From an optimization exercise on the open Yosys and OpenROAD flow, aimed at small area and a short achievable clock period; shortcuts taken in it are not production practice. At most, simulation tests tie the RTL to the original design; equivalence was not proved. Function not checked in runs 1 to 3: the RTL went through the layout flow alone. Power figures rest on the tool's default switching activity, not on a simulated workload.

<file path="flow/design.v">
module axis_hdr_insert_top (
	input          clk,
	input          rst_n,
	input          valid_in,
	input  [127:0] data_in,
	input  [15:0]  keep_in,
	input          last_in,
	output         ready_in,
	output         valid_out,
	output [127:0] data_out,
	output [15:0]  keep_out,
	output         last_out,
	input          ready_out,
	input          valid_insert,
	input  [127:0] data_insert,
	input  [15:0]  keep_insert,
	input  [3:0]   byte_insert_cnt,
	output         ready_insert
);
axi_stream_insert_header #(
	.DATA_WD      (128),
	.DATA_BYTE_WD (16),
	.BYTE_CNT_WD  (4)
) u_core (
	.clk             (clk),
	.rst_n           (rst_n),
	.valid_in        (valid_in),
	.data_in         (data_in),
	.keep_in         (keep_in),
	.last_in         (last_in),
	.ready_in        (ready_in),
	.valid_out       (valid_out),
	.data_out        (data_out),
	.keep_out        (keep_out),
	.last_out        (last_out),
	.ready_out       (ready_out),
	.valid_insert    (valid_insert),
	.data_insert     (data_insert),
	.keep_insert     (keep_insert),
	.byte_insert_cnt (byte_insert_cnt),
	.ready_insert    (ready_insert)
);
endmodule

module axi_stream_insert_header
#(
	parameter 						DATA_WD = 32,
	parameter 						DATA_BYTE_WD = DATA_WD / 8,
	parameter 						BYTE_CNT_WD = $clog2(DATA_BYTE_WD)
)(
	input 							clk,
	input 							rst_n,
	input 							valid_in,
	input 	[DATA_WD-1 : 0] 		data_in,
	input 	[DATA_BYTE_WD-1 : 0] 	keep_in,
	input 							last_in,
	output 							ready_in,
	output 							valid_out,
	output 	[DATA_WD-1 : 0] 		data_out,
	output 	[DATA_BYTE_WD-1 : 0] 	keep_out,
	output 							last_out,
	input 							ready_out,
	input 							valid_insert,
	input 	[DATA_WD-1 : 0] 		data_insert,
	input 	[DATA_BYTE_WD-1 : 0] 	keep_insert,
	input	[BYTE_CNT_WD-1 : 0]		byte_insert_cnt,
	output 							ready_insert
);
localparam NB = DATA_BYTE_WD;           
localparam SW = $clog2(NB + 1);         
reg				r_busy;          
reg				r_in_active1;
reg				r_in_active2;
reg				r_valid_out;
reg				r_last_out;
reg	[2:0]		r_cnt;           
reg				r_rot8;          
reg	[NB-1:0]	r_thdr;          
reg	[DATA_WD-1:0]		r_data;
reg	[DATA_WD-1:0]		r_data1;
reg	[NB-1:0]	r_keep;
reg	[NB-1:0]	r_keep1;
reg	[DATA_WD-1:0]		r_data_out;
reg	[NB-1:0]	r_keep_out;
wire w_insert_active = valid_insert & ~r_busy;
wire w_load         = r_busy ? valid_in : valid_insert;
wire w_in_active    = valid_in & r_busy;
wire w_hold         = ~w_load;
wire [NB-1:0] w_s0 = keep_insert;
wire w_c0_h = w_s0[0] | w_s0[1];
wire w_c0_l = w_s0[0] & w_s0[1];
wire w_c1_h = w_s0[2] | w_s0[3];
wire w_c1_l = w_s0[2] & w_s0[3];
wire w_c2_h = w_c0_h | w_c1_h;
wire w_c2_l = w_c0_h & w_c1_h;
wire w_c3_h = w_c0_l | w_c1_l;
wire w_c3_l = w_c0_l & w_c1_l;
wire w_c4_h = w_c3_h | w_c2_l;
wire w_c4_l = w_c3_h & w_c2_l;
wire w_c5_h = w_s0[4] | w_s0[5];
wire w_c5_l = w_s0[4] & w_s0[5];
wire w_c6_h = w_s0[6] | w_s0[7];
wire w_c6_l = w_s0[6] & w_s0[7];
wire w_c7_h = w_c5_h | w_c6_h;
wire w_c7_l = w_c5_h & w_c6_h;
wire w_c8_h = w_c5_l | w_c6_l;
wire w_c8_l = w_c5_l & w_c6_l;
wire w_c9_h = w_c8_h | w_c7_l;
wire w_c9_l = w_c8_h & w_c7_l;
wire w_c10_h = w_c2_h | w_c7_h;
wire w_c10_l = w_c2_h & w_c7_h;
wire w_c11_h = w_c4_l | w_c9_l;
wire w_c11_l = w_c4_l & w_c9_l;
wire w_c12_h = w_c11_h | w_c10_l;
wire w_c12_l = w_c11_h & w_c10_l;
wire w_c13_h = w_c4_h | w_c9_h;
wire w_c13_l = w_c4_h & w_c9_h;
wire w_c14_h = w_c3_l | w_c8_l;
wire w_c14_l = w_c3_l & w_c8_l;
wire w_c15_h = w_c14_h | w_c13_l;
wire w_c15_l = w_c14_h & w_c13_l;
wire w_c16_h = w_c13_h | w_c12_h;
wire w_c16_l = w_c13_h & w_c12_h;
wire w_c17_h = w_c15_h | w_c12_l;
wire w_c17_l = w_c15_h & w_c12_l;
wire w_c18_h = w_c15_l | w_c11_l;
wire w_c18_l = w_c15_l & w_c11_l;
wire w_c19_h = w_s0[8] | w_s0[9];
wire w_c19_l = w_s0[8] & w_s0[9];
wire w_c20_h = w_s0[10] | w_s0[11];
wire w_c20_l = w_s0[10] & w_s0[11];
wire w_c21_h = w_c19_h | w_c20_h;
wire w_c21_l = w_c19_h & w_c20_h;
wire w_c22_h = w_c19_l | w_c20_l;
wire w_c22_l = w_c19_l & w_c20_l;
wire w_c23_h = w_c22_h | w_c21_l;
wire w_c23_l = w_c22_h & w_c21_l;
wire w_c24_h = w_s0[12] | w_s0[13];
wire w_c24_l = w_s0[12] & w_s0[13];
wire w_c25_h = w_s0[14] | w_s0[15];
wire w_c25_l = w_s0[14] & w_s0[15];
wire w_c26_h = w_c24_h | w_c25_h;
wire w_c26_l = w_c24_h & w_c25_h;
wire w_c27_h = w_c24_l | w_c25_l;
wire w_c27_l = w_c24_l & w_c25_l;
wire w_c28_h = w_c27_h | w_c26_l;
wire w_c28_l = w_c27_h & w_c26_l;
wire w_c29_h = w_c21_h | w_c26_h;
wire w_c29_l = w_c21_h & w_c26_h;
wire w_c30_h = w_c23_l | w_c28_l;
wire w_c30_l = w_c23_l & w_c28_l;
wire w_c31_h = w_c30_h | w_c29_l;
wire w_c31_l = w_c30_h & w_c29_l;
wire w_c32_h = w_c23_h | w_c28_h;
wire w_c32_l = w_c23_h & w_c28_h;
wire w_c33_h = w_c22_l | w_c27_l;
wire w_c33_l = w_c22_l & w_c27_l;
wire w_c34_h = w_c33_h | w_c32_l;
wire w_c34_l = w_c33_h & w_c32_l;
wire w_c35_h = w_c32_h | w_c31_h;
wire w_c35_l = w_c32_h & w_c31_h;
wire w_c36_h = w_c34_h | w_c31_l;
wire w_c36_l = w_c34_h & w_c31_l;
wire w_c37_h = w_c34_l | w_c30_l;
wire w_c37_l = w_c34_l & w_c30_l;
wire w_c38_h = w_c10_h | w_c29_h;
wire w_c38_l = w_c10_h & w_c29_h;
wire w_c39_h = w_c17_l | w_c36_l;
wire w_c39_l = w_c17_l & w_c36_l;
wire w_c40_h = w_c39_h | w_c38_l;
wire w_c40_l = w_c39_h & w_c38_l;
wire w_c41_h = w_c16_l | w_c35_l;
wire w_c41_l = w_c16_l & w_c35_l;
wire w_c42_h = w_c18_l | w_c37_l;
wire w_c42_l = w_c18_l & w_c37_l;
wire w_c43_h = w_c42_h | w_c41_l;
wire w_c43_l = w_c42_h & w_c41_l;
wire w_c44_h = w_c41_h | w_c40_h;
wire w_c44_l = w_c41_h & w_c40_h;
wire w_c45_h = w_c43_h | w_c40_l;
wire w_c45_l = w_c43_h & w_c40_l;
wire w_c46_h = w_c43_l | w_c39_l;
wire w_c46_l = w_c43_l & w_c39_l;
wire w_c47_h = w_c16_h | w_c35_h;
wire w_c47_l = w_c16_h & w_c35_h;
wire w_c48_h = w_c18_h | w_c37_h;
wire w_c48_l = w_c18_h & w_c37_h;
wire w_c49_h = w_c48_h | w_c47_l;
wire w_c49_l = w_c48_h & w_c47_l;
wire w_c50_h = w_c17_h | w_c36_h;
wire w_c50_l = w_c17_h & w_c36_h;
wire w_c51_h = w_c14_l | w_c33_l;
wire w_c51_l = w_c14_l & w_c33_l;
wire w_c52_h = w_c51_h | w_c50_l;
wire w_c52_l = w_c51_h & w_c50_l;
wire w_c53_h = w_c50_h | w_c49_h;
wire w_c53_l = w_c50_h & w_c49_h;
wire w_c54_h = w_c52_h | w_c49_l;
wire w_c54_l = w_c52_h & w_c49_l;
wire w_c55_h = w_c52_l | w_c48_l;
wire w_c55_l = w_c52_l & w_c48_l;
wire w_c56_h = w_c47_h | w_c44_h;
wire w_c56_l = w_c47_h & w_c44_h;
wire w_c57_h = w_c53_h | w_c44_l;
wire w_c57_l = w_c53_h & w_c44_l;
wire w_c58_h = w_c53_l | w_c45_h;
wire w_c58_l = w_c53_l & w_c45_h;
wire w_c59_h = w_c54_h | w_c45_l;
wire w_c59_l = w_c54_h & w_c45_l;
wire w_c60_h = w_c54_l | w_c46_h;
wire w_c60_l = w_c54_l & w_c46_h;
wire w_c61_h = w_c55_h | w_c46_l;
wire w_c61_l = w_c55_h & w_c46_l;
wire w_c62_h = w_c55_l | w_c42_l;
wire w_c62_l = w_c55_l & w_c42_l;
wire [NB-1:0] w_srt = {w_c51_l, w_c62_l, w_c62_h, w_c61_l, w_c61_h, w_c60_l, w_c60_h, w_c59_l, w_c59_h, w_c58_l, w_c58_h, w_c57_l, w_c57_h, w_c56_l, w_c56_h, w_c38_h};
wire w_flag         = r_in_active1 & ~r_in_active2;
wire w_out_en       = w_flag | r_valid_out;
assign ready_insert = ~r_busy;
assign ready_in     = r_busy;
assign valid_out    = r_valid_out;
assign last_out     = r_last_out;
assign data_out     = r_data_out;
assign keep_out     = r_keep_out;
always @(posedge clk or negedge rst_n) begin
	if (!rst_n) begin
		r_busy         <= 1'b0;
		r_in_active1   <= 1'b0;
		r_in_active2   <= 1'b0;
		r_valid_out    <= 1'b0;
		r_last_out     <= 1'b0;
	end else begin
		if (w_insert_active)
			r_busy <= 1'b1;
		else if (last_in)
			r_busy <= 1'b0;
		r_in_active1 <= w_in_active;
		r_in_active2 <= r_in_active1;
		if (w_flag)
			r_valid_out <= 1'b1;
		else if (r_last_out)
			r_valid_out <= 1'b0;
		r_last_out <= r_valid_out & (r_cnt == 3'd4);
	end
end
always @(posedge clk) begin
	if (w_flag)
		r_cnt <= 3'd0;
	else
		r_cnt <= r_cnt + 3'd1;
	if (w_insert_active) begin
		r_thdr <= w_srt;
		r_rot8 <= w_srt[7] & ~w_srt[15];
	end
	r_data <= ({DATA_WD{w_insert_active}} & data_insert) |
	          ({DATA_WD{w_in_active}} & data_in) |
	          ({DATA_WD{w_hold}} & r_data);
	r_keep <= ({NB{w_insert_active}} & keep_insert) |
	          ({NB{w_in_active}} & keep_in) |
	          ({NB{w_hold}} & r_keep);
	r_data1 <= r_data;
	r_keep1 <= r_keep;
end
wire [NB:1] w_t = r_thdr;        
wire [3:0]  w_rot;               
assign w_rot[3] = r_rot8;
assign w_rot[2] = (w_t[4] & ~w_t[8]) | (w_t[12] & ~w_t[16]);
assign w_rot[1] = (w_t[2] & ~w_t[4]) | (w_t[6] & ~w_t[8]) | (w_t[10] & ~w_t[12]) | (w_t[14] & ~w_t[16]);
assign w_rot[0] = (w_t[1] & ~w_t[2]) | (w_t[3] & ~w_t[4]) | (w_t[5] & ~w_t[6]) | (w_t[7] & ~w_t[8]) |
                  (w_t[9] & ~w_t[10]) | (w_t[11] & ~w_t[12]) | (w_t[13] & ~w_t[14]) | (w_t[15] & ~w_t[16]);
reg [DATA_WD-1:0] w_mix, w_r8, w_r4, w_r2, w_shift;
reg [NB-1:0]      w_kmix, w_k8, w_k4, w_k2, w_kshift;
integer j;
always @* begin
	for (j = 0; j < NB; j = j + 1) begin
		w_mix[8*j +: 8] = w_t[j+1] ? r_data1[8*j +: 8] : r_data[8*j +: 8];
		w_kmix[j]       = w_t[j+1] & r_keep1[j];
	end
	for (j = 0; j < NB; j = j + 1) begin
		w_r8[8*j +: 8] = w_rot[3] ? w_mix[8*((j+8)%NB) +: 8] : w_mix[8*j +: 8];
		w_k8[j]        = w_rot[3] ? w_kmix[(j+8)%NB] : w_kmix[j];
	end
	for (j = 0; j < NB; j = j + 1) begin
		w_r4[8*j +: 8] = w_rot[2] ? w_r8[8*((j+4)%NB) +: 8] : w_r8[8*j +: 8];
		w_k4[j]        = w_rot[2] ? w_k8[(j+4)%NB] : w_k8[j];
	end
	for (j = 0; j < NB; j = j + 1) begin
		w_r2[8*j +: 8] = w_rot[1] ? w_r4[8*((j+2)%NB) +: 8] : w_r4[8*j +: 8];
		w_k2[j]        = w_rot[1] ? w_k4[(j+2)%NB] : w_k4[j];
	end
	for (j = 0; j < NB; j = j + 1) begin
		w_shift[8*j +: 8] = w_rot[0] ? w_r2[8*((j+1)%NB) +: 8] : w_r2[8*j +: 8];
		w_kshift[j]       = w_rot[0] ? w_k2[(j+1)%NB] : w_k2[j];
	end
end
always @(posedge clk or negedge rst_n) begin
	if (!rst_n) begin
		r_data_out <= {DATA_WD{1'b0}};
		r_keep_out <= {NB{1'b0}};
	end else begin
		if (w_out_en)
			r_data_out <= w_shift;
		if (w_flag)
			r_keep_out <= {NB{1'b1}};
		else if ((r_cnt == 3'd4) && r_valid_out && ready_out)
			r_keep_out <= w_kshift;
	end
end
endmodule
</file>
<file path="flow/flow/run.sh">
#!/bin/bash
# Standard ORFS layout (the standard.sh), except that the port buffers that
# global placement inserts on every input and output use a plain buffer cell.
set -euo pipefail
bash standard.sh "BUFFER_PORTS_ARGS=-buffer_cell sky130_fd_sc_hd__buf_2" finish > standard.log 2>&1
</file>
<file path="flow/standard.sh">
#!/bin/bash
# synth_recipe.tcl (not shown) runs the flow's synth.tcl, then flattens the netlist and writes it again
# the make line also repeats each setting of config.mk as NAME=value (left out here)
make -C /OpenROAD-flow-scripts/flow DESIGN_CONFIG=/design/flow/config.mk WORK_HOME=/design/flow/orfs CLKGATE_MAP_FILE= SYNTH_SCRIPT=/design/flow/synth_recipe.tcl "${@:-finish}"
</file>
<file path="flow/config.mk">
export PLATFORM = sky130hd
export DESIGN_NAME = axis_hdr_insert_top
export DESIGN_NICKNAME = axis_hdr_insert_top
export VERILOG_FILES = /design/flow/design.v
export SDC_FILE = /design/flow/constraint.sdc
export NUM_CORES = 4
export LEC_CHECK = 0
export CAP_MARGIN = 20
export CORE_MARGIN = 2
export CORE_UTILIZATION = 40
export SETUP_SLACK_MARGIN = 4.3
export SLEW_MARGIN = 20
</file>
<file path="flow/constraint.sdc">
create_clock -name core_clock -period 7.0 [get_ports {clk}]
set_input_delay 1.4000 -clock core_clock [delete_from_list [all_inputs] [get_ports {clk}]]
set_output_delay 1.4000 -clock core_clock [all_outputs]
set_load 0.01 [all_outputs]
</file>
==> out/metrics.yaml, run 1 <==
ir_drop_v: 0.0002071
wl_per_cell_um: 24.14
power_frac_seq_pct: 36.6
cp_max_fo: 11
cp-start-kind: "flop"
setup-tns-final_ns: 0
synth_edf_count: 17
dieArea_um2: 58220
period_needed_ns: 2.681
path_class: "reg -> reg"
end_kind: "flop"
seq_area_frac_synth_pct: 44.68
ys_async_sr_fraction_pct: 32.60
sw_frac_of_total_pct: 37.92
slowest_delay_ns: 0.78
die_y_um: 241.3
rows: 86
antenna_left: 0
crit_required_ns: 7.51
finalSetupViolations: 0
pre_cts_slack_ns: 3.201
syn-num-nets: 2385
start_util_pct: 40.65
powerDensity_nw_per_um2: 395.9
syn_inst: 2085
r2r_cells: 5
multi_input_area_um2: 11930
antenna_found_initial: 0
synth_flop_cell: "dfxtp_1"
grt_pass1_wl_um: 111400
syn_area_per_cell_um2: 10.80
num_vias: 18010
cpMostUsedCell: "mux2i_1"
seqCellArea_um2: 10070
worstPathCellList: "mux2i_1 > mux4_2 > mux2i_1 > mux2i_1 > a21oi_1"
hold_path.startpoint: "u_core.r_keep[13]"
worst_ep_arrival_time_ns: 3.19
overflow: 0
slowest_stage: "edfxtp_1"
drt-initial-drc-count: 1763
worstHoldPathType: "reg -> reg"
clkSinkCount: 457
slew_headroom_pct: 29.63
outcome: "complete, no violations"
timing.rr.start: "u_core.r_thdr[12]"
p_leak_nw: 12.46
clock_path_buffers: 3
rsz0062_at_grt: "true"
drc_errors: 0
min_delay_path_depth: 0
internal-power_w: 0.006787
yosysUniqueCellTypes: 41
globalRouteTotalUtil_pct: 26.56
p_comb_share_pct: 38.2
p_sw_w: 0.004145
syn2layout_area_growth_pct: 22.59
hold_path_end: "u_core.r_keep1[13]"
ys_warn_count: 1
ys_ff_latch: 457
core_area_um2: 55420
worst_slew_pin_slew_ns: 1.052
cts.htree.levels: 2
reg2reg_to: "u_core.r_data_out[127]"
max_cap_violations: 0
clkSlewWorstSetupHoldPaths_ns: 0.06
place_congestion: 0.9649
finalMaxSlewViolations: 0
hpwl_um: 59800
pin_count: 446
setup_slack_ns: 4.319
cts_made_buffers: 47
viasPerCell: 5.525
fin_skew_ns: 0.01808
worstSkewPairLatency_ns: 0.59
port_buffers: 441
drive_gt1_share_pct: 30.89
fmax_mhz: 373.0
cts_tree: "yes"
reg2reg_slack_ns: 4.32
hold_viol_final: 0
fin_nets: 2773
grt_max_degree: 124
period_share_pct: 38.30
p_clk_share_pct: 25.1
postRouteWirelength_um: 78680
grt_pass1_vias: 16990
cts_root_buf: "clkbuf_16"
die_x_um: 241.3
synth_area_um2: 22520
firstDrtPassIters: 5
insertedDiodeCount: 0
fillers: 5098
[power by group through the flow]
| stage | combinational [W] | clock (W) | sequential (W) |
|---|---|---|---|
| 2_1_floorplan | 0.00228 | 0 | 0.00410 |
| 3_3_place_gp | 0.00393 | 0 | 0.00405 |
| 3_5_place_dp | 0.00399 | 0 | 0.00408 |
| 4_1_cts | 0.00410 | 0.00279 | 0.00401 |
| 5_1_grt | 0.00449 | 0.00291 | 0.00410 |
| 6_report | 0.00418 | 0.00275 | 0.00400 |
[sequential cells by signal, indices dropped and copies added, names as in the netlist]
signal	flops
u_core.r_data1	128
u_core.r_thdr	16
u_core.r_valid_out	1
u_core.r_in_active2	1
u_core.r_data	128
u_core.r_keep_out	16
u_core.r_keep	16
u_core.r_in_active1	1
u_core.r_cnt	3
u_core.r_busy	1
u_core.r_keep1	16
u_core.r_last_out	1
u_core.r_rot8	1
u_core.r_data_out	128
[cell usage after synthesis (all sizes together) (12+ instances only)]
cell type	instances	share of area, %
mux2i	432	19
nand2	323	5.4
dfxtp	291	26
nor2	166	2.8
a22oi	151	5.0
a21oi	149	3.3
dfrtp	149	17
mux4	128	13
clkbuf	84	1.4
buf	79	2.2
o21ai	21	0.47
nand3	18	0.40
edfxtp	17	2.3
inv	12	0.20
[cells by family after synthesis]
family                     Yosys count  synth area share (%)
muxes                              560                 32.00
and+or+nand+nor                    536                 9.432
DFF                                457                 44.68
AOI/OAI and AO/OA                  354                 9.888
buffers and inverters              175                 3.850
adders and majority gates            2                0.1111
xor gates and xnor gates             1               0.03889
[layout by cell type, fill, tap and decap left out, types with 3 or more instances in the layout]
cell and count:
clkinv_2 12, nand2_1 320, o21ai_0 17, a22oi_1 146, nor2_1 164, a21oi_2 3
and2_1 4, clkbuf_8 5, buf_6 4, bufinv_16 7, nand4_1 5, buf_4 41
buf_16 3, mux2i_1 413, dfrtp_1 148, a211oi_2 8, inv_1 10, clkbuf_16 54
buf_2 440, dfxtp_1 291, o211ai_1 10, clkinv_1 4, a21oi_1 146, nor4_2 4
edfxtp_1 17, buf_12 6, a22oi_2 5, mux2i_2 19, mux4_2 128, nand3_1 18
bufbuf_16 3, and3_1 5
[how the worst max path moves through the flow]
stage	slack [ns]	endpoint	depth (start not counted)	startpoint
2_1_floorplan	4.17	u_core.r_rot8	7	keep_insert[7]
3_3_place_gp	3.30	u_core.r_data_out[39]	7	u_core.r_thdr[3]
3_5_place_dp	3.20	u_core.r_data_out[39]	7	u_core.r_thdr[3]
4_1_cts	4.29	u_core.r_data_out[100]	5	u_core.r_rot8
5_1_grt	4.29	u_core.r_data_out[40]	8	u_core.r_thdr[7]
6_report	4.32	u_core.r_data_out[127]	5	u_core.r_thdr[12]
[area by class of cell]
class	count	area share [%]
well taps	748	3.390
repair buffers	499	10.52
clock buffers	59	4.989
clock inverters	29	1.269
inverters	12	0.1631
multi-input cells	1456	43.21
flip-flops and latches	457	36.46
[worst max-delay path: cells and delay by family, from the launching register on]
kind	cells	cell delay [ns]
DFF	1	0.78
muxes	4	1.62
AOI/OAI and AO/OA	1	0.19
[stage by stage]
stage	area, um2	hold slack [ns]	instances	utilization, %	total power, W
final	27610	0.3509	3260	49.83	0.01093
after global routing	27610	0.3583	3260	49.83	0.01150
after CTS	27390	0.3519	3242	49.43	0.01091
after detailed placement	25220	0.3348	3124	45.51	0.008074
after global placement	25220	0.3414	3124	45.51	0.007980
after floorplan	22740	0.3306	2085	-	0.006381
[routing by layer]
metal	wire (um)	global-route usage, %	vias up
met1	34530	36.92	8786
met4	2081	8.062	0
met3	5685	4.763	103
met2	36380	42.30	722
li1	-	-	8401
met5	0	0	-
[timing repair]
action | 4_1_cts | 5_1_grt
hold buffers | 0 | 0
pin swaps | 2 | 5
buffers inserted | 24 | 15
setup endpoints to repair | 179 | 189
gates resized for setup | 28 | 14
gates cloned | 6 | 3
==> inputs of run 2 (changes only) <==
--- a/flow/config.mk
+++ b/flow/config.mk
@@ -8,5 +8,6 @@
 export CAP_MARGIN = 20
 export CORE_MARGIN = 2
 export CORE_UTILIZATION = 40
+export CTS_BUF_LIST = sky130_fd_sc_hd__clkbuf_4
 export SETUP_SLACK_MARGIN = 4.3
 export SLEW_MARGIN = 20
==> run 2 against run 1 <==
Sequential power about the same. First-iteration DRC count decreased by 12%. Register-to-register slack about the same. Via count increased by 5.6%. Largest cell class unchanged. Total power increased by 0.69%. Largest power group unchanged. Sequential share of layout area decreased by 1.0 points. Utilization increased by 1.4 points. Hold slack got worse by 0.049 ns. Area after synthesis unchanged.
==> out/metrics.yaml, run 2 <==
drc_errors: 0  # unchanged
firstDrtPassIters: 5  # unchanged
postRouteWirelength_um: 80470  # +2.3%
grt_pass1_vias: 17820  # +4.9%
dp_cells: 3124  # unchanged
ys_warn_count: 1  # unchanged
cp-start-kind: "flop"
whs_ns: 0.3017  # -0.04920 ns
final_cell_mix: "mux2i_1, buf_2, nand2_1, dfxtp_1, clkbuf_4"
overflow: 0  # unchanged
reg2reg_slack_ns: 4.33  # about the same
viasPerCell: 5.465  # -1.1%
clkSinkCount: 457  # unchanged
final_common_cell: "mux2i_1"
hpwl_um: 59800  # unchanged
drive_gt1_share_pct: 35.94  # +5.1 points
num_vias: 19020  # +5.6%
syn_inst: 2085  # unchanged
p_leak_nw: 13.05  # +4.8%
path_class: "reg -> out"
finalNonFillerCells: 3481  # +6.8%
period_share_pct: 41.11  # +2.8 points
finalSetupViolations: 0  # unchanged
outcome: "complete, no violations"
cts_made_buffers: 115  # +140%
synth_edf_count: 17  # unchanged
die_y_um: 241.3  # unchanged
clock_path_buffers: 3  # unchanged
worstHoldPathType: "reg -> reg"
worst_slew_pin_slew_ns: 1.029  # -0.02237 ns
syn2layout_area_growth_pct: 26.07
synth_area_um2: 22520  # unchanged
worstPathCellList: "inv_2 > buf_6"
core_area_um2: 55420  # unchanged
end_kind: "primary output"
largestRegisters: "u_core.r_data1 x128, u_core.r_data x128, u_core.r_data_out x128"
grt_pass1_wl_um: 112900  # +1.4%
drt-initial-drc-count: 1551  # -12%
worstSkewPairLatency_ns: 0.90  # +0.31 ns
wl_per_cell_um: 23.12  # -4.2%
die_x_um: 241.3  # unchanged
hold_viol_final: 0  # unchanged
grt_max_degree: 124  # unchanged
place_congestion: 0.9649  # unchanged
period_needed_ns: 2.878  # +0.1967 ns
synth_most_common_cell: "mux2i_1"
seq_area_frac_synth_pct: 44.68  # unchanged
fin_nets: 2941  # +6.1%
fin_area_um2: 28400  # +2.8%
rsz0062_at_grt: "true"
cts_tree: "yes"
max_cap_violations: 0  # unchanged
synthTopCellsByCount: "mux2i_1, nand2_1, dfxtp_1"
slew_headroom_pct: 31.13  # +1.5 points
slowest_stage: "dfrtp_2"
pin_count: 446  # unchanged
fin_skew_ns: 0.06883  # +0.05075 ns
syn-num-nets: 2385  # unchanged
port_buffers: 441  # unchanged
cp_max_fo: 3  # -8
antenna_found_initial: 2  # +2
post-synth-top-area-cell: "dfxtp_1"
yosys-top-cells-area: "dfxtp_1, mux2i_1, dfrtp_1, mux4_2, nand2_1"
clkSlewWorstSetupHoldPaths_ns: 0.08  # +0.02 ns
setup-tns-final_ns: 0  # unchanged
ys_async_sr_fraction_pct: 32.60  # unchanged
place_area_um2: 25220  # unchanged
powerDensity_nw_per_um2: 387.6  # -2.1%
yosysUniqueCellTypes: 41  # unchanged
slowest_delay_ns: 0.45  # -0.33 ns
rows: 86  # unchanged
synth_top_area_share_pct: 25.86  # unchanged
fillers: 5126  # +0.55%
worst_ep_arrival_time_ns: 1.48  # -1.71 ns
dieArea_um2: 58220  # unchanged
cts.htree.levels: 3  # +1
synth_flop_cell: "dfxtp_1"
cts_root_buf: "clkbuf_4"
fmax_mhz: 347.5  # -6.8%
ir_drop_v: 0.0002105  # +1.6%
utilization_pct: 51.24  # +1.4 points
crit_required_ns: 5.60  # -1.91 ns
ys_ff_latch: 457  # unchanged
start_util_pct: 40.65  # unchanged
globalRouteTotalUtil_pct: 26.96  # +0.41 points
finalMaxSlewViolations: 0  # unchanged
syn_area_per_cell_um2: 10.80  # unchanged
antenna_left: 0  # unchanged
run 2: cells by family after synthesis:
logic type      count (synthesis)  share of synthesized area [%]
simple gates                  536                          9.432
buf+inv                       175                          3.850
xor+xnor                        1                        0.03889
flops                         457                          44.68
compound gates                354                          9.888
fa+ha+maj                       2                         0.1111
mux                           560                          32.00
run 2: layout make-up:
type                    count  area, um2  share of cell area, %
inverters                  12      45.04                 0.1586
repair buffers            600       3940                  13.87
clock buffers             170       1276                  4.494
flip-flops and latches    457      10070                  35.45
multi-input cells        1455      11960                  42.10
diodes                      1      2.502               0.008812
well taps                 748      935.9                  3.296
clock inverters            38      175.2                 0.6168
run 2: repair_timing:
| item | in CTS | in global routing |
|---|---|---|
| endpoints found under the setup margin | 292 | 247 |
| pin swaps | 5 | 2 |
| cloned | 7 | 2 |
| gates resized for setup | 33 | 54 |
| setup buffers | 93 | 46 |
| hold buffers | 0 | 0 |
run 2: path summary, 6_finish.rpt:
check / startpoint / to / depth (start not counted)
max in group asynchronous: rst_n / u_core.r_data_out[74] / 2
worst max-delay path: u_core.r_busy / ready_insert / 2
worst max register to register: u_core.r_thdr[0] / u_core.r_data_out[84] / 5
worst min-delay path: u_core.r_data[95] / u_core.r_data1[95] / 0
worst min register to register: u_core.r_data[95] / u_core.r_data1[95] / 0
min in group asynchronous: rst_n / u_core.r_keep_out[1] / 1
run 2: report_power, final:
group	leakage (nW)	internal (W)	switching, W
combinational	7.87	0.00211	0.00267
sequential	4.31	0.00349	0.000538
clock	0.872	0.00112	0.00107
run 2: critical path, delay by kind of cell (launching register included):
| kind | cells | cell delay (ns) |
|---|---|---|
| flip-flops | 1 | 0.45 |
| buffers and inverters | 2 | 0.18 |
run 2: metal layers:
layer  routed length (um)  part of all wire (%)  GRT usage (%)  vias to the layer above
met5                    0                     0              0                        -
met4                 2324                   2.9          9.858                        0
met3                 5745                   7.1          5.071                      105
met2                37500                    47          42.72                      830
met1                34900                    43          36.88                     9256
li1                     -                     -              -                     8831
run 2: stage by stage:
step,setup slack [ns],total power (W)
after floorplan,4.165,0.006381
after global placement,3.305,0.007980
after detailed placement,3.201,0.008074
after CTS,4.044,0.01065
after global routing,4.053,0.01161
final,4.122,0.01101
==> inputs of run 3 (changes only) <==
--- a/flow/config.mk
+++ b/flow/config.mk
@@ -8,6 +8,6 @@
 export CAP_MARGIN = 20
 export CORE_MARGIN = 2
 export CORE_UTILIZATION = 40
-export CTS_BUF_LIST = sky130_fd_sc_hd__clkbuf_4
+export CTS_BUF_LIST = sky130_fd_sc_hd__clkbuf_8
 export SETUP_SLACK_MARGIN = 4.3
 export SLEW_MARGIN = 20
==> run 3 against run 2 <==
Setup slack improved by 0.21 ns. Flip-flop and latch count did not move. Still clean on timing, DRC and antenna. Largest cell class unchanged. Critical path type is now reg -> reg. Combinational power fell by 12%.
==> out/metrics.yaml, run 3 <==
outcome: "complete, no violations"
fin_skew_ns: 0.03171  # -0.03712 ns
ys_async_sr_fraction_pct: 32.60  # unchanged
slowest_delay_ns: 0.60  # +0.15 ns
synth_area_um2: 22520  # unchanged
wl_per_cell_um: 23.97  # +3.7%
end_kind: "flop"
dieArea_um2: 58220  # unchanged
period_share_pct: 38.16  # -3.0 points
path_class: "reg -> reg"
cts_root_buf: "clkbuf_8"
worst_slew_pin_slew_ns: 1.062  # +0.03271 ns
worstSkewPairLatency_ns: 0.67  # -0.23 ns
largestRegisters: "u_core.r_data1 x128, u_core.r_data x128, u_core.r_data_out x128"
synth_flop_cell: "dfxtp_1"
ys_warn_count: 1  # unchanged
worstPathCellList: "buf_4 > o22ai_4 > buf_12 > buf_16 > mux4_2 > mux2i_2 > mux2i_1 > a21oi_1"
syn-num-nets: 2385  # unchanged
overflow: 0  # unchanged
core_area_um2: 55420  # unchanged
hold_viol_final: 0  # unchanged
firstDrtPassIters: 6  # +1
finalSetupViolations: 0  # unchanged
p_leak_nw: 12.50  # -4.3%
ir_drop_v: 0.0001919  # -8.8%
final_common_cell: "buf_2"
max_cap_violations: 0  # unchanged
rsz0062_at_grt: "true"
postRouteWirelength_um: 79390  # -1.3%
reg2reg_to: "u_core.r_data_out[39]"
place_congestion: 0.9649  # unchanged
syn_inst: 2085  # unchanged
fin_area_um2: 27530  # -3.0%
final_cell_mix: "buf_2, mux2i_1, nand2_1, dfxtp_1, nor2_1"
timing.rr.start: "u_core.r_thdr[7]"
grt_max_degree: 124  # unchanged
grt_pass1_vias: 17250  # -3.2%
globalRouteTotalUtil_pct: 26.82  # -0.15 points
synth_edf_count: 17  # unchanged
reg2reg_slack_ns: 4.33  # about the same
ys_ff_latch: 457  # unchanged
drc_errors: 0  # unchanged
yosys-top-cells-area: "dfxtp_1, mux2i_1, dfrtp_1, mux4_2, nand2_1"
clock_path_buffers: 3  # unchanged
slowest_stage: "mux4_2"
hold_path_end: "u_core.r_keep1[10]"
port_buffers: 441  # unchanged
fin_nets: 2801  # -4.8%
drive_gt1_share_pct: 31.98  # -4.0 points
pin_count: 446  # unchanged
viasPerCell: 5.534  # +1.3%
rows: 86  # unchanged
die_x_um: 241.3  # unchanged
drt-initial-drc-count: 1598  # +3.0%
power_frac_seq_pct: 37.9  # +1.3 points
syn2layout_area_growth_pct: 22.24
post-synth-top-area-cell: "dfxtp_1"
syn_area_per_cell_um2: 10.80  # unchanged
p_sw_w: 0.004142  # -3.3%
yosysUniqueCellTypes: 41  # unchanged
crit_required_ns: 7.57  # +1.97 ns
clkSinkCount: 457  # unchanged
cts_made_buffers: 74  # -36%
p_clk_share_pct: 22.1  # +2.2 points
hpwl_um: 59800  # unchanged
fmax_mhz: 374.4  # +7.7%
num_vias: 18330  # -3.6%
worstHoldPathType: "reg -> reg"
powerDensity_nw_per_um2: 383.9  # -0.96%
cts.htree.levels: 3  # unchanged
clkSlewWorstSetupHoldPaths_ns: 0.06  # -0.02 ns
synth_most_common_cell: "mux2i_1"
place_area_um2: 25220  # unchanged
utilization_pct: 49.68  # -1.6 points
setup-tns-final_ns: 0  # unchanged
internal-power_w: 0.006428  # -4.4%
seq_area_frac_synth_pct: 44.68  # unchanged
sw_frac_of_total_pct: 39.18  # +0.27 points
min_delay_path_depth: 0  # unchanged
synth_top_area_share_pct: 25.86  # unchanged
whs_ns: 0.3511  # +0.04940 ns
finalMaxSlewViolations: 0  # unchanged
p_comb_share_pct: 40.0  # -3.5 points
slew_headroom_pct: 28.94  # -2.2 points
antenna_left: 0  # unchanged
grt_pass1_wl_um: 112200  # -0.65%
worst_ep_arrival_time_ns: 3.24  # +1.76 ns
period_needed_ns: 2.671  # -0.2070 ns
antenna_found_initial: 2  # unchanged
r2r_cells: 8  # +3
hold_path.startpoint: "u_core.r_keep[10]"
cp_max_fo: 28  # +25
cts_tree: "yes"
synthTopCellsByCount: "mux2i_1, nand2_1, dfxtp_1"
start_util_pct: 40.65  # unchanged
cp-start-kind: "flop"
die_y_um: 241.3  # unchanged
[run 3: logic make-up after synthesis]
group / count (synthesis) / share of synthesized area [%]
multiplexers: 560 / 32.00
AND/OR/NAND/NOR: 536 / 9.432
XOR/XNOR: 1 / 0.03889
adder cells (fa/ha/maj): 2 / 0.1111
flip-flops: 457 / 44.68
buffers and inverters: 175 / 3.850
AO/OA/AOI/OAI: 354 / 9.888
[run 3: worst max-delay path by stage]
| stage | cells past startpoint | start | to | slack [ns] |
|---|---|---|---|---|
| floorplan | 7 | keep_insert[7] | u_core.r_rot8 | 4.17 |
| global placement | 7 | u_core.r_thdr[3] | u_core.r_data_out[39] | 3.30 |
| detailed placement | 7 | u_core.r_thdr[3] | u_core.r_data_out[39] | 3.20 |
| CTS | 1 | u_core.r_data_out[47] | data_out[47] | 4.30 |
| global route | 8 | u_core.r_thdr[7] | u_core.r_data_out[31] | 4.28 |
| finish | 8 | u_core.r_thdr[7] | u_core.r_data_out[39] | 4.33 |
[run 3: layer usage]
layer / GRT usage [%] / share of wire [%] / routed length [um]
met5: 0 / 0 / 0
met4: 9.521 / 2.8 / 2206
met3: 4.615 / 7.7 / 6094
met2: 42.19 / 46 / 36580
met1: 37.32 / 43 / 34500
[run 3: worst max-delay path, delay by kind of cell (launching register included)]
family / cells / cell delay, ns
multiplexers: 3 / 1.15
AO/OA/AOI/OAI: 2 / 0.36
flip-flops: 1 / 0.47
buffers and inverters: 3 / 0.59
[run 3: metrics by stage]
stage	std cells	setup WS, ns	power (W)
2_1_floorplan	2085	4.165	0.006381
3_3_place_gp	3124	3.305	0.007980
3_5_place_dp	3124	3.201	0.008074
4_1_cts	3292	4.295	0.01053
5_1_grt	3310	4.280	0.01116
6_report	3312	4.329	0.01057
[run 3: what timing repair did]
| item | CTS | global route |
|---|---|---|
| buffers inserted | 26 | 14 |
| gates resized for setup | 28 | 32 |
| endpoints found under the setup margin | 147 | 196 |
| gates cloned | 6 | 3 |
| hold buffers | 0 | 0 |
| pin swaps | 3 | 2 |
[run 3: power groups by stage]
stage	combinational (W)	sequential, W	clock (W)
after detailed placement	0.00399	0.00408	0
after global placement	0.00393	0.00405	0
after floorplan	0.00228	0.00410	0
after global routing	0.00454	0.00410	0.00252
final	0.00423	0.00401	0.00234
after CTS	0.00411	0.00401	0.00241
[run 3: cell type report]
cell class | count | area [um2]
Fill cell | 5185 | 27880
Multi-Input combinational cell | 1456 | 12000
Sequential cell | 457 | 10070
Timing Repair Buffer | 500 | 2948
Clock buffer | 93 | 1280
Tap cell | 748 | 935.9
Clock inverter | 43 | 250.2
Inverter | 12 | 45.04
Antenna cell | 3 | 7.507
==> inputs of run 4 (changes only) <==
--- a/flow/design.v
+++ b/flow/design.v
@@ -248,10 +248,10 @@
 		r_cnt <= 3'd0;
 	else
 		r_cnt <= r_cnt + 3'd1;
-	if (w_insert_active) begin
-		r_thdr <= w_srt;
-		r_rot8 <= w_srt[7] & ~w_srt[15];
-	end
+	r_thdr <= ({NB{w_insert_active}} & w_srt) | ({NB{r_busy}} & r_thdr) |
+	          ({NB{~valid_insert}} & r_thdr);
+	r_rot8 <= (w_insert_active & w_srt[7] & ~w_srt[15]) | (r_busy & r_rot8) |
+	          (~valid_insert & r_rot8);
 	r_data <= ({DATA_WD{w_insert_active}} & data_insert) |
 	          ({DATA_WD{w_in_active}} & data_in) |
 	          ({DATA_WD{w_hold}} & r_data);
==> run 4 against run 3 <==
Highest routed layer unchanged. Setup slack worse by 0.050 ns. Largest cell class unchanged. Critical path depth down 3. Design area down 1.2%. Area after synthesis down 0.19%. Synthesized cell count up 0.67%. Total power up 23%. Critical path type unchanged. Utilization down 0.52 points. Via count down 0.80%. Cell count down 0.66%.
==> out/metrics.yaml, run 4 <==
outcome: "complete, no violations"
synth_area_um2: 22480  # -0.19%
min_delay_path_depth: 0  # unchanged
syn2layout_area_growth_pct: 20.95
ys_ff_latch: 457  # unchanged
yosys-top-cells-area: "dfxtp_1, mux2i_1, dfrtp_1, mux4_2, nand2_1"
worst_slew_pin_slew_ns: 1.045  # -0.01739 ns
slowest_stage: "dfxtp_1"
period_share_pct: 38.87  # +0.72 points
cpMostUsedCell: "mux2i_1"
hold_path.startpoint: "u_core.r_keep[6]"
rows: 86  # unchanged
cp_max_fo: 12  # -57%
powerDensity_nw_per_um2: 478.5  # +25%
worstSkewPairLatency_ns: 0.68  # about the same
fmax_mhz: 367.5  # -1.8%
utilization_pct: 49.17  # -0.52 points
finalSetupViolations: 0  # unchanged
hpwl_um: 59000  # -1.3%
postRouteWirelength_um: 78070  # -1.7%
ir_drop_v: 0.0002545  # +33%
die_y_um: 241.1  # about the same
timing.rr.start: "u_core.r_thdr[4]"
end_kind: "flop"
num_vias: 18180  # -0.80%
cts_root_buf: "clkbuf_8"
fin_nets: 2788  # -0.46%
synthTopCellsByCount: "mux2i_1, nand2_1, dfxtp_1"
drt-initial-drc-count: 1485  # -7.1%
drc_errors: 0  # unchanged
crit_cells: 5  # -3
clkSlewWorstSetupHoldPaths_ns: 0.06  # about the same
yosysUniqueCellTypes: 39  # -4.9%
dieArea_um2: 58120  # -0.18%
overflow: 0  # unchanged
port_buffers: 441  # unchanged
final_cell_mix: "buf_2, mux2i_1, nand2_1, dfxtp_1, nor2_1"
worst_ep_arrival_time_ns: 3.21  # -0.03 ns
grt_max_degree: 235  # +90%
die_x_um: 241.1  # about the same
syn-num-nets: 2399  # +0.59%
synth_flop_cell: "dfxtp_1"
ys_async_sr_fraction_pct: 32.60  # unchanged
synth_top_area_share_pct: 27.43  # +1.6 points
globalRouteTotalUtil_pct: 26.51  # -0.30 points
max_cap_violations: 0  # unchanged
multi_input_area_um2: 11920  # -0.71%
core_area_um2: 55310  # -0.19%
worstHoldPathType: "reg -> reg"
start_util_pct: 40.65  # about the same
pin_count: 446  # unchanged
antenna_left: 0  # unchanged
crit_required_ns: 7.49  # -0.08 ns
fin_skew_ns: 0.03890  # +0.007194 ns
cts.htree.levels: 3  # unchanged
setup-tns-final_ns: 0  # unchanged
slew_headroom_pct: 30.36  # +1.4 points
syn_inst: 2099  # +0.67%
grt_pass1_vias: 17370  # +0.70%
seq_area_frac_synth_pct: 44.01  # -0.67 points
seqCellArea_um2: 9926  # -1.4%
viasPerCell: 5.526  # -0.14%
antenna_found_initial: 0  # -2
ctsHoldBuffers: 0  # unchanged
cp_top_family: "multiplexers"
largestRegisters: "u_core.r_data1 x128, u_core.r_data x128, u_core.r_data_out x128"
drive_gt1_share_pct: 30.74  # -1.2 points
cp-start-kind: "flop"
firstDrtPassIters: 6  # unchanged
ys_warn_count: 1  # unchanged
r2r_cells: 5  # -3
place_congestion: 0.9412  # -2.5%
crit_start: "u_core.r_thdr[4]"
path_class: "reg -> reg"
fillers: 5146  # -0.75%
rsz0062_at_grt: "true"
finalMaxSlewViolations: 0  # unchanged
cts_made_buffers: 77  # +4.1%
hold_viol_final: 0  # unchanged
p_leak_nw: 12.71  # +1.7%
period_needed_ns: 2.721  # +0.05030 ns
cts_tree: "yes"
worstPathCellList: "mux2i_1 > mux4_2 > mux2i_1 > mux2i_1 > a21oi_1"
wl_per_cell_um: 23.73  # -1.0%
synth_edf_count: 0  # -17
path_buf_inv: 0  # -3
slowest_delay_ns: 0.80  # +0.20 ns
clkSinkCount: 457  # unchanged
post-synth-top-area-cell: "dfxtp_1"
syn_area_per_cell_um2: 10.71  # -0.85%
synth_most_common_cell: "mux2i_1"
final_common_cell: "buf_2"
clock_path_buffers: 3  # unchanged
grt_pass1_wl_um: 111700  # -0.42%
-- run 4: cell types whose count changed in the layout (fill, tap and decap cells not counted), sizes merged, moves of 3 or more --
| cell | delta |
|---|---|
| dfxtp | +17 |
| o21ai | +3 |
| buf | -29 |
| inv | -11 |
| and3 | -4 |
| edfxtp | -17 |
| a31oi | +6 |
| clkbuf | +4 |
| o31ai | +6 |
-- run 4: power breakdown --
group / total (W) / switching, W / internal, W
Clock: 0.00248 / 0.00109 / 0.00139
Sequential: 0.00412 / 0.000603 / 0.00352
Combinational: 0.00641 / 0.00380 / 0.00261
Total: 0.0130 / 0.00549 / 0.00753
-- run 4: area by class of cell --
type                       count  share of cell area, %
timing repair buffer         471                  10.17
antenna                        1               0.009203
multi-input combinational   1469                  43.82
clock inverter                35                 0.9847
inverter                      12                 0.1656
tap                          748                  3.442
clock buffer                  97                  4.910
sequential                   457                  36.50
-- run 4: kinds of logic after synthesis --
logic type | count (synthesis) | share of synthesized area, %
AOI/OAI and AO/OA | 371 | 10.39
muxes | 560 | 32.06
xor gates and xnor gates | 1 | 0.03897
DFF | 457 | 44.01
and+or+nand+nor | 534 | 9.422
buffers and inverters | 174 | 3.974
adders and majority gates | 2 | 0.1113
-- run 4: timing repair --
action,4_1_cts,5_1_grt
buffers inserted,8,3
cloned,7,2
hold endpoints to repair,0,0
pin swaps,2,1
setup endpoints to repair,237,177
gates resized for setup,42,21
-- run 4: path summary, 6_finish.rpt --
kind	to	slack, ns
setup / recovery	u_core.r_data_out[49]	4.28
max in group asynchronous	u_core.r_data_out[31]	4.82
hold reg to reg	u_core.r_keep1[6]	0.35
setup reg to reg	u_core.r_data_out[49]	4.28
min in group asynchronous	u_core.r_data_out[104]	0.82
hold / removal	u_core.r_keep1[6]	0.35
-- run 4: metrics by stage --
stage	instance area, um2	power, W	cells	hold slack, ns	worst slack (ns)
3_5_place_dp	25030	0.01017	3137	0.3370	3.220
3_3_place_gp	25030	0.01005	3137	0.3355	3.259
4_1_cts	27080	0.01294	3284	0.3512	4.272
5_1_grt	27190	0.01365	3289	0.3525	4.290
6_report	27190	0.01301	3290	0.3470	4.279
2_1_floorplan	22530	0.007926	2099	0.3306	4.301
-- run 4: per-layer routing --
metal | vias to the layer above | GRT usage [%] | routed length (um)
met4 | 0 | 9.839 | 2468
li1 | 8489 | - | -
met1 | 8837 | 34.60 | 32470
met2 | 752 | 43.87 | 37570
met3 | 104 | 4.953 | 5560
met5 | - | 0 | 0
==> inputs of run 5 (changes only) <==
--- a/flow/config.mk
+++ b/flow/config.mk
@@ -9,5 +9,5 @@
 export CORE_MARGIN = 2
 export CORE_UTILIZATION = 40
 export CTS_BUF_LIST = sky130_fd_sc_hd__clkbuf_8
-export SETUP_SLACK_MARGIN = 4.3
+export SETUP_SLACK_MARGIN = 4.5
 export SLEW_MARGIN = 20
==> run 5 against run 4 <==
Critical path depth is 3 lower. Highest routed layer unchanged. Register-to-register slack improved by 0.23 ns. First-iteration DRC count fell by 8.4%. Critical path type is now reg -> out. Sequential share of layout area shrank 1.8 points. Die area unchanged. Sequential power about the same. Count of clock-buffer cells in the layout decreased by 3. Utilization increased by 2.6 points. Area after synthesis is the same. Global-route usage is 0.076 points higher. Combinational power grew 12%. Design area increased by 5.3%.
==> out/metrics.yaml, run 5 <==
outcome: "complete, no violations"
grt_pass1_vias: 17500  # +0.75%
ys_warn_count: 1  # unchanged
synth_area_um2: 22480  # unchanged
reg2reg_slack_ns: 4.51  # +0.23 ns
postRouteWirelength_um: 79510  # +1.9%
place_congestion: 0.9332  # -0.85%
ys_async_sr_fraction_pct: 32.60  # unchanged
worstSkewPairLatency_ns: 0.67  # about the same
fmax_mhz: 378.3  # +2.9%
core_area_um2: 55310  # unchanged
worst_ep_arrival_time_ns: 1.24  # -1.97 ns
ir_drop_v: 0.0002331  # -8.4%
drt-initial-drc-count: 1360  # -8.4%
slowest_delay_ns: 0.41  # -0.39 ns
ys_ff_latch: 457  # unchanged
overflow: 0  # unchanged
seqCellArea_um2: 9938  # +0.13%
pin_count: 446  # unchanged
grt_max_degree: 255  # +8.5%
power_w: 0.01370  # +5.3%
timing.rr.start: "u_core.r_thdr[2]"
finalSetupViolations: 0  # unchanged
slew_headroom_pct: 21.37  # -9.0 points
firstDrtPassIters: 6  # unchanged
finalMaxSlewViolations: 0  # unchanged
final_cell_mix: "mux2i_1, buf_2, nand2_1, dfxtp_1, nor2_1"
hold_path.startpoint: "u_core.r_data[77]"
seq_area_frac_synth_pct: 44.01  # unchanged
power_frac_seq_pct: 30.1  # -1.6 points
cts_made_buffers: 77  # unchanged
wl_per_cell_um: 23.45  # -1.2%
hold_path_end: "u_core.r_data1[77]"
antenna_left: 0  # unchanged
grt_pass1_wl_um: 112100  # +0.36%
worst_slew_pin_slew_ns: 1.179  # +0.1348 ns
internal-power_w: 0.008017  # +6.5%
reg2reg_to: "u_core.r_data_out[85]"
end_kind: "primary output"
clkSinkCount: 457  # unchanged
cp_max_fo: 3  # -9
viasPerCell: 5.466  # -1.1%
crit_required_ns: 5.60  # -1.89 ns
period_needed_ns: 2.644  # -0.07745 ns
syn2layout_area_growth_pct: 27.35
powerDensity_nw_per_um2: 478.5  # about the same
clock_path_buffers: 3  # unchanged
synth_top_area_share_pct: 27.43  # unchanged
r2r_cells: 5  # unchanged
post-synth-top-area-cell: "dfxtp_1"
rsz0062_at_grt: "true"
die_y_um: 241.1  # unchanged
antenna_found_initial: 0  # unchanged
synthTopCellsByCount: "mux2i_1, nand2_1, dfxtp_1"
multi_input_area_um2: 12250  # +2.8%
syn-num-nets: 2399  # unchanged
syn_area_per_cell_um2: 10.71  # unchanged
largestRegisters: "u_core.r_data1 x128, u_core.r_data x128, u_core.r_data_out x128"
fillers: 4991  # -3.0%
cts.htree.levels: 3  # unchanged
setup_slack_ns: 4.356  # +0.07745 ns
rows: 86  # unchanged
p_comb_share_pct: 52.6  # +3.3 points
synth_flop_cell: "dfxtp_1"
drc_errors: 0  # unchanged
final_common_cell: "mux2i_1"
path_buf_inv: 2  # +2
cp_top_family: "flip-flops"
fin_nets: 2887  # +3.6%
hpwl_um: 58500  # -0.84%
fin_skew_ns: 0.03908  # +0.0001762 ns
yosysUniqueCellTypes: 39  # unchanged
crit_start: "u_core.r_busy"
hold_viol_final: 0  # unchanged
drive_gt1_share_pct: 34.92  # +4.2 points
p_clk_share_pct: 17.2  # -1.9 points
setup-tns-final_ns: 0  # unchanged
max_cap_violations: 0  # unchanged
worstHoldPathType: "reg -> reg"
cts_tree: "yes"
clkSlewWorstSetupHoldPaths_ns: 0.06  # about the same
cts_root_buf: "clkbuf_8"
cp-start-kind: "flop"
syn_inst: 2099  # unchanged
worstPathCellList: "inv_2 > buf_6"
sw_frac_of_total_pct: 41.47  # -0.69 points
period_share_pct: 37.77  # -1.1 points
path_class: "reg -> out"
min_delay_path_depth: 0  # unchanged
dieArea_um2: 58120  # unchanged
crit_cells: 2  # -3
synth_edf_count: 0  # unchanged
die_x_um: 241.1  # unchanged
slowest_stage: "dfrtp_1"
pre_cts_slack_ns: 3.012  # -0.2085 ns
port_buffers: 441  # unchanged
num_vias: 18530  # +1.9%
globalRouteTotalUtil_pct: 26.59  # +0.076 points
start_util_pct: 40.65  # unchanged
p_sw_w: 0.005682  # +3.6%
yosys-top-cells-area: "dfxtp_1, mux2i_1, dfrtp_1, mux4_2, nand2_1"
synth_most_common_cell: "mux2i_1"
p_leak_nw: 13.35  # +5.1%
==> run 5: cell counts after synthesis <==
Identical to the previous run, type by type.
==> run 5: timing repair <==
item | in CTS | in global routing
setup buffers | 64 | 45
endpoints found under the setup margin | 305 | 278
cloned | 8 | 3
hold buffers | 0 | 0
pin swaps | 7 | 5
gates resized for setup | 136 | 49
==> run 5: kinds of logic after synthesis <==
| family | count (synthesis) | synth area share, % |
|---|---|---|
| DFF | 457 | 44.01 |
| buffers and inverters | 174 | 3.974 |
| and+or+nand+nor | 534 | 9.422 |
| xor gates and xnor gates | 1 | 0.03897 |
| adders and majority gates | 2 | 0.1113 |
| muxes | 560 | 32.06 |
| AOI/OAI and AO/OA | 371 | 10.39 |
==> run 5: per-layer routing <==
metal | global-route usage, % | vias up | share of wire, %
li1 | - | 8687 | -
met1 | 35.17 | 8991 | 42
met2 | 44.00 | 748 | 48
met3 | 4.243 | 105 | 6.5
met4 | 9.820 | 0 | 3.3
met5 | 0 | - | 0
==> run 5: power by group through the flow <==
stage / registers [W] / logic (W) / clock network (W)
after floorplan: 0.00413 / 0.00381 / 0
after global placement: 0.00415 / 0.00593 / 0
after detailed placement: 0.00418 / 0.00601 / 0
after CTS: 0.00413 / 0.00679 / 0.00241
after global routing: 0.00421 / 0.00762 / 0.00254
final: 0.00413 / 0.00721 / 0.00236
==> run 5: cell type report <==
class                      count  share of cell area, %
sequential                   457                  34.71
multi-input combinational   1470                  42.78
inverter                      12                 0.1573
clock inverter                38                 0.8522
clock buffer                  94                  4.519
timing repair buffer         569                  13.69
antenna                        2                0.01748
tap                          748                  3.269
==> run 5: worst max-delay path by stage <==
stage | endpoint | slack [ns]
after floorplan | u_core.r_thdr[7] | 4.41
after global placement | u_core.r_data_out[2] | 3.11
after detailed placement | u_core.r_data_out[122] | 3.01
after CTS | data_out[80] | 4.30
after global routing | ready_insert | 4.30
final | ready_insert | 4.36
==> run 5: through the flow <==
| stage | utilization (%) | std cells | instance area (um2) | hold WS (ns) |
|---|---|---|---|---|
| 2_1_floorplan | - | 2099 | 22710 | 0.3306 |
| 4_1_cts | 50.60 | 3340 | 27980 | 0.3506 |
| 5_1_grt | 51.76 | 3388 | 28630 | 0.3549 |
| 3_5_place_dp | 45.55 | 3136 | 25190 | 0.3376 |
| 3_3_place_gp | 45.55 | 3136 | 25190 | 0.3388 |
| 6_report | 51.77 | 3390 | 28630 | 0.3457 |
==> inputs of run 6 (changes only) <==
--- a/flow/config.mk
+++ b/flow/config.mk
@@ -8,6 +8,7 @@
 export CAP_MARGIN = 20
 export CORE_MARGIN = 2
 export CORE_UTILIZATION = 40
-export CTS_BUF_LIST = sky130_fd_sc_hd__clkbuf_8
-export SETUP_SLACK_MARGIN = 4.5
+export CTS_CLUSTER_DIAMETER = 150
+export CTS_CLUSTER_SIZE = 30
+export SETUP_SLACK_MARGIN = 4.4
 export SLEW_MARGIN = 20
==> run 6 against run 5 <==
Sequential power decreased by 1%. Largest cell class unchanged. Global-route usage decreased by 0.14 points. First-iteration DRC count up 20%. Total power is 12% lower. Clock skew fell by 0.016 ns. Wire length decreased by 1.8%. Flip-flop and latch count unchanged. Critical path type is now reg -> reg. Sequential share of layout area up 2.7 points. Die area is the same. Non-clock buffer count shrank 95. Count of clock-buffer cells in the layout down 65. Still clean on timing, DRC and antenna. Cell count decreased by 5.8%.
==> out/metrics.yaml, run 6 <==
final_common_cell: "buf_2"
synth_most_common_cell: "mux2i_1"
ir_drop_v: 0.0003235  # +39%
reg2reg_slack_ns: 4.36  # -0.15 ns
fin_nets: 2735  # -5.3%
cts_root_buf: "clkbuf_16"
worstSkewPairLatency_ns: 0.57  # -0.10 ns
finalMaxSlewViolations: 0  # unchanged
period_needed_ns: 2.638  # -0.005750 ns
ys_async_sr_fraction_pct: 32.60  # unchanged
crit_start: "u_core.r_thdr[5]"
syn_inst: 2099  # unchanged
synth_flop_cell: "dfxtp_1"
place_congestion: 0.9137  # -2.1%
final_cell_mix: "buf_2, mux2i_1, nand2_1, dfxtp_1, nor2_1"
grt_max_degree: 223  # -13%
cp-start-kind: "flop"
hold_viol_final: 0  # unchanged
postRouteWirelength_um: 78110  # -1.8%
pre_cts_slack_ns: 3.278  # +0.2660 ns
pin_count: 446  # unchanged
max_cap_violations: 0  # unchanged
clkSinkCount: 457  # unchanged
p_leak_nw: 12.11  # -9.3%
synth_top_family_by_area: "multiplexers"
cp_max_fo: 12  # +9
crit_required_ns: 7.42  # +1.82 ns
antenna_found_initial: 2  # +2
synth_compound_area_share_pct: 10.39  # unchanged
internal-power_w: 0.006752  # -16%
seq_area_frac_synth_pct: 44.01  # unchanged
reg2reg_to: "u_core.r_data_out[46]"
drive_gt1_share_pct: 30.43  # -4.5 points
insertedDiodeCount: 0  # -2
grt_pass1_vias: 17020  # -2.8%
synth_edf_count: 0  # unchanged
slew_headroom_pct: 32.60  # +11 points
fillers: 5248  # +5.1%
fin_area_um2: 26520  # -7.4%
synth_xor_area_share_pct: 0.03896  # unchanged
drt-initial-drc-count: 1632  # +20%
power_frac_seq_pct: 33.8  # +3.7 points
p_clk_share_pct: 11.2  # -6.0 points
worst_slew_pin_slew_ns: 1.011  # -0.1684 ns
path_class: "reg -> reg"
cts_made_buffers: 19  # -75%
drc_errors: 0  # unchanged
rows: 86  # unchanged
finalSetupViolations: 0  # unchanged
setup_slack_ns: 4.362  # +0.005750 ns
cts_tree: "yes"
start_util_pct: 40.65  # unchanged
grt_pass1_wl_um: 112100  # about the same
setup-tns-final_ns: 0  # unchanged
antenna_left: 0  # unchanged
core_area_um2: 55310  # unchanged
synth-simple-area-share_pct: 9.422  # unchanged
dieArea_um2: 58120  # unchanged
cts.htree.levels: 1  # -2
synth_top_area_share_pct: 27.43  # unchanged
crit_end: "u_core.r_data_out[46]"
power_w: 0.01205  # -12%
ctsHoldBuffers: 0  # unchanged
globalRouteTotalUtil_pct: 26.45  # -0.14 points
post-synth-top-area-cell: "dfxtp_1"
place_area_um2: 25150  # -0.17%
port_buffers: 441  # unchanged
rsz0062_at_grt: "true"
ys_warn_count: 1  # unchanged
synth-adder-area-share_pct: 0.1113  # unchanged
num_vias: 18060  # -2.6%
hpwl_um: 59630  # +1.9%
p_sw_w: 0.005302  # -6.7%
largestRegisters: "u_core.r_data1 x128, u_core.r_data x128, u_core.r_data_out x128"
syn2layout_area_growth_pct: 17.94
timing.rr.start: "u_core.r_thdr[5]"
whs_ns: 0.3534  # +0.007674 ns
viasPerCell: 5.655  # +3.5%
yosysUniqueCellTypes: 39  # unchanged
overflow: 0  # unchanged
fin_skew_ns: 0.02333  # -0.01575 ns
die_x_um: 241.1  # unchanged
syn_area_per_cell_um2: 10.71  # unchanged
outcome: "complete, no violations"
sw_frac_of_total_pct: 43.99  # +2.5 points
firstDrtPassIters: 7  # +1
ys_ff_latch: 457  # unchanged
yosys-top-cells-area: "dfxtp_1, mux2i_1, dfrtp_1, mux4_2, nand2_1"
end_kind: "flop"
syn-num-nets: 2399  # unchanged
synth.area.mux_share_pct: 32.06  # unchanged
period_share_pct: 37.69  # -0.082 points
p_comb_share_pct: 55.0  # +2.4 points
powerDensity_nw_per_um2: 454.6  # -5.0%
fmax_mhz: 379.1  # +0.22%
clkSlewWorstSetupHoldPaths_ns: 0.11  # +0.05 ns
clock_path_buffers: 3  # unchanged
die_y_um: 241.1  # unchanged
wl_per_cell_um: 24.46  # +4.3%
worst_ep_arrival_time_ns: 3.05  # +1.81 ns
r2r_cells: 5  # unchanged
synthTopCellsByCount: "mux2i_1, nand2_1, dfxtp_1"
worstHoldPathType: "reg -> reg"
synth_area_um2: 22480  # unchanged
## run 6: cell counts after synthesis
No cell type changed its count.
## run 6: layout make-up
class | instances | area (um2) | area share [%]
Clock inverter | 2 | 38.79 | 0.1463
Clock buffer | 29 | 513.0 | 1.935
Timing Repair Buffer | 474 | 2809 | 10.59
Multi-Input combinational cell | 1471 | 12240 | 46.18
Sequential cell | 457 | 9930 | 37.45
Tap cell | 748 | 935.9 | 3.530
Inverter | 12 | 45.04 | 0.1699
## run 6: critical path, cell delays in order, from the launching register on
cell,delay [ns]
dfxtp_4,0.53
mux2i_1,0.75
mux4_2,0.41
mux2i_1,0.11
mux2i_1,0.52
a21oi_1,0.15
## run 6: repair_timing
action / 4_1_cts / 5_1_grt
pin swaps: 3 / 4
resized for setup: 64 / 59
setup endpoints to repair: 272 / 97
hold endpoints to repair: 0 / 0
gates cloned: 10 / 0
setup buffers: 7 / 4
## run 6: through the flow
step,utilization (%),instances
after floorplan,-,2099
after global placement,45.47,3141
after detailed placement,45.47,3141
after CTS,47.45,3189
after global routing,47.94,3193
final,47.94,3193
## run 6: cell families (layout without fill, tap and decap cells)
| family | Yosys count | in the layout |
|---|---|---|
| compound gates | 371 | 371 |
| fa+ha+maj | 2 | 2 |
| flops | 457 | 457 |
| mux | 560 | 560 |
| buf+inv | 174 | 517 |
| xor+xnor | 1 | 1 |
| simple gates | 534 | 537 |
## run 6: worst min-delay path by stage
| stage | slack [ns] | end | cells after the start | startpoint |
|---|---|---|---|---|
| after global placement | 0.34 | u_core.r_keep1[2] | 0 | u_core.r_keep[2] |
| after floorplan | 0.33 | u_core.r_keep1[0] | 0 | u_core.r_keep[0] |
| after detailed placement | 0.34 | u_core.r_keep1[13] | 0 | u_core.r_keep[13] |
| after CTS | 0.35 | u_core.r_keep1[12] | 0 | u_core.r_keep[12] |
| final | 0.35 | u_core.r_keep1[12] | 0 | u_core.r_keep[12] |
| after global routing | 0.35 | u_core.r_keep1[15] | 0 | u_core.r_keep[15] |
## run 6: metal layers
layer	wire length, um	track usage [%]
met2	37740	44.84
met3	4912	3.420
met4	2666	7.875
met5	93	0
met1	32700	35.34
## run 6: power groups by stage
stage                     clock network, W  registers [W]  logic (W)
final                              0.00135        0.00407    0.00663
after global routing               0.00149        0.00418    0.00701
after CTS                          0.00139        0.00409    0.00642
after detailed placement                 0        0.00414    0.00607
after global placement                   0        0.00411    0.00600
after floorplan                          0        0.00413    0.00381
==> inputs of run 7 (changes only) <==
--- a/flow/config.mk
+++ b/flow/config.mk
@@ -8,7 +8,7 @@
 export CAP_MARGIN = 20
 export CORE_MARGIN = 2
 export CORE_UTILIZATION = 40
-export CTS_CLUSTER_DIAMETER = 150
+export CTS_CLUSTER_DIAMETER = 110
 export CTS_CLUSTER_SIZE = 30
 export SETUP_SLACK_MARGIN = 4.4
 export SLEW_MARGIN = 20
==> run 7 against run 6 <==
Critical endpoint unchanged. Highest routed layer unchanged. Hold slack worse by 0.017 ns. Flip-flop and latch count unchanged. Utilization down 0.070 points. Fmax down 0.85%. Die area unchanged. First-iteration DRC count down 0.12%. Clock skew up 0.0097 ns. Design area down 0.15%. Still clean on timing, DRC and antenna. Count of clock-buffer cells in the layout down 2. Global-route usage down 0.12 points. Critical path depth unchanged.
==> out/metrics.yaml, run 7 <==
cts_made_buffers: 19  # unchanged
finalNonFillerCells: 3195  # +0.063%
drc_errors: 0  # unchanged
core_area_um2: 55310  # unchanged
syn-num-nets: 2399  # unchanged
p_leak_nw: 12.13  # +0.20%
period_needed_ns: 2.661  # +0.02262 ns
yosys-top-cells-area: "dfxtp_1, mux2i_1, dfrtp_1, mux4_2, nand2_1"
worstPathCellList: "mux2i_1 > mux4_2 > mux2i_1 > mux2i_1 > a21oi_1"
dieArea_um2: 58120  # unchanged
hold_path_end: "u_core.r_keep1[12]"
globalRouteTotalUtil_pct: 26.33  # -0.12 points
whs_ns: 0.3368  # -0.01657 ns
viasPerCell: 5.606  # -0.87%
cp-start-kind: "flop"
slew_headroom_pct: 33.17  # +0.56 points
rsz0062_at_grt: "true"
cts_tree: "yes"
max_cap_violations: 0  # unchanged
finalSetupViolations: 0  # unchanged
slowest_delay_ns: 0.74  # about the same
hold_viol_final: 0  # unchanged
largestRegisters: "u_core.r_data1 x128, u_core.r_data x128, u_core.r_data_out x128"
port_buffers: 441  # unchanged
hpwl_um: 59630  # unchanged
post-synth-top-area-cell: "dfxtp_1"
worstHoldPathType: "reg -> reg"
synth_top_area_share_pct: 27.43  # unchanged
ys_warn_count: 1  # unchanged
synth_area_um2: 22480  # unchanged
synthTopCellsByCount: "mux2i_1, nand2_1, dfxtp_1"
postRouteWirelength_um: 78230  # +0.15%
path_class: "reg -> reg"
fin_nets: 2737  # +0.073%
pin_count: 446  # unchanged
r2r_cells: 5  # unchanged
seq_area_frac_synth_pct: 44.01  # unchanged
end_kind: "flop"
worst_ep_arrival_time_ns: 3.06  # about the same
min_delay_path_depth: 0  # unchanged
synth_most_common_cell: "mux2i_1"
crit_start: "u_core.r_thdr[5]"
grt_pass1_wl_um: 111800  # -0.26%
hold_path.startpoint: "u_core.r_keep[12]"
crit_required_ns: 7.40  # -0.02 ns
drive_gt1_share_pct: 30.13  # -0.30 points
ys_ff_latch: 457  # unchanged
wl_per_cell_um: 24.49  # about the same
worstSkewPairLatency_ns: 0.57  # about the same
antenna_left: 0  # unchanged
timing.rr.start: "u_core.r_thdr[5]"
outcome: "complete, no violations"
dp_cells: 3141  # unchanged
num_vias: 17910  # -0.81%
reg2reg_to: "u_core.r_data_out[46]"
fin_skew_ns: 0.03305  # +0.009721 ns
reg2reg_slack_ns: 4.34  # -0.02 ns
syn_inst: 2099  # unchanged
ctsHoldBuffers: 0  # unchanged
clkSlewWorstSetupHoldPaths_ns: 0.11  # about the same
yosysUniqueCellTypes: 39  # unchanged
final_common_cell: "buf_2"
clkSinkCount: 457  # unchanged
start_util_pct: 40.65  # unchanged
finalMaxSlewViolations: 0  # unchanged
firstDrtPassIters: 6  # -1
overflow: 0  # unchanged
clock_path_buffers: 3  # unchanged
syn2layout_area_growth_pct: 17.77
powerDensity_nw_per_um2: 453.2  # -0.31%
grt_max_degree: 223  # unchanged
[run 7: cell counts after synthesis]
Identical to the previous run, type by type.
[run 7: layout make-up]
type                            instances  area, um2  area share, %
Multi-Input combinational cell       1472      12210          46.13
Clock inverter                          3      36.28         0.1370
Antenna cell                            1      2.502       0.009451
Clock buffer                           27      505.5          1.909
Tap cell                              748      935.9          3.535
Timing Repair Buffer                  475       2808          10.60
Inverter                               12      45.04         0.1701
Sequential cell                       457       9931          37.51
[run 7: metrics by stage]
step | setup slack [ns] | total power, W | cell area, um2 | util, %
floorplan | 4.392 | 0.007932 | 22620 | -
global placement | 3.345 | 0.01011 | 25150 | 45.47
detailed placement | 3.278 | 0.01021 | 25150 | 45.47
CTS | 4.386 | 0.01186 | 26170 | 47.31
global route | 4.362 | 0.01263 | 26470 | 47.87
finish | 4.339 | 0.01200 | 26480 | 47.87
[run 7: report_power, final]
part	leakage (nW)	internal (W)	total (W)	switching, W
registers	4.31	0.00351	0.00407	0.000563
logic	7.56	0.00269	0.00658	0.00389
clock network	0.261	0.000523	0.00135	0.000823
total	12.1	0.00672	0.0120	0.00528
[run 7: metal layers]
layer	wire length (um)	vias up	part of all wire, %	GRT usage, %
met2	38280	650	49	45.14
met3	4800	75	6.1	3.191
met1	33120	8847	42	35.17
li1	-	8337	-	-
met5	11	-	0.014	0
met4	2023	2	2.6	7.146
[run 7: cells by family (layout without fill, tap and decap cells)]
logic type | count (synthesis) | in the layout | synth area share (%)
multiplexers | 560 | 560 | 32.06
AND/OR/NAND/NOR | 534 | 538 | 9.422
flip-flops | 457 | 457 | 44.01
AO/OA/AOI/OAI | 371 | 371 | 10.39
buffers and inverters | 174 | 517 | 3.974
adder cells (fa/ha/maj) | 2 | 2 | 0.1113
XOR/XNOR | 1 | 1 | 0.03897
other | 0 | 1 | 0
[run 7: critical path: cells and delay by family, from the launching register on]
family         cells  cell delay (ns)
AO/OA/AOI/OAI      1             0.15
flip-flops         1             0.53
multiplexers       4             1.81
[run 7: how the worst max path moves through the flow]
stage | cells after the start | slack (ns) | endpoint
after floorplan | 6 | 4.39 | u_core.r_thdr[7]
after detailed placement | 6 | 3.28 | u_core.r_data[74]
final | 5 | 4.34 | u_core.r_data_out[46]
after CTS | 1 | 4.39 | data_out[17]
after global routing | 9 | 4.36 | u_core.r_data_out[15]
after global placement | 7 | 3.35 | u_core.r_data_out[1]
[run 7: timing repair]
item	in CTS	in global routing
pin swaps	3	7
buffers inserted	7	5
cloned	9	2
gates resized for setup	57	57
endpoints found under the setup margin	272	202

Setup slack of run 7, layout unchanged: 4.339 ns with ideal ports, 4.339 ns with driving cells assumed (clock clkbuf_16, inputs buf_2), 3.847 ns with port delays also shifted by the 0.616 ns mid clock arrival.
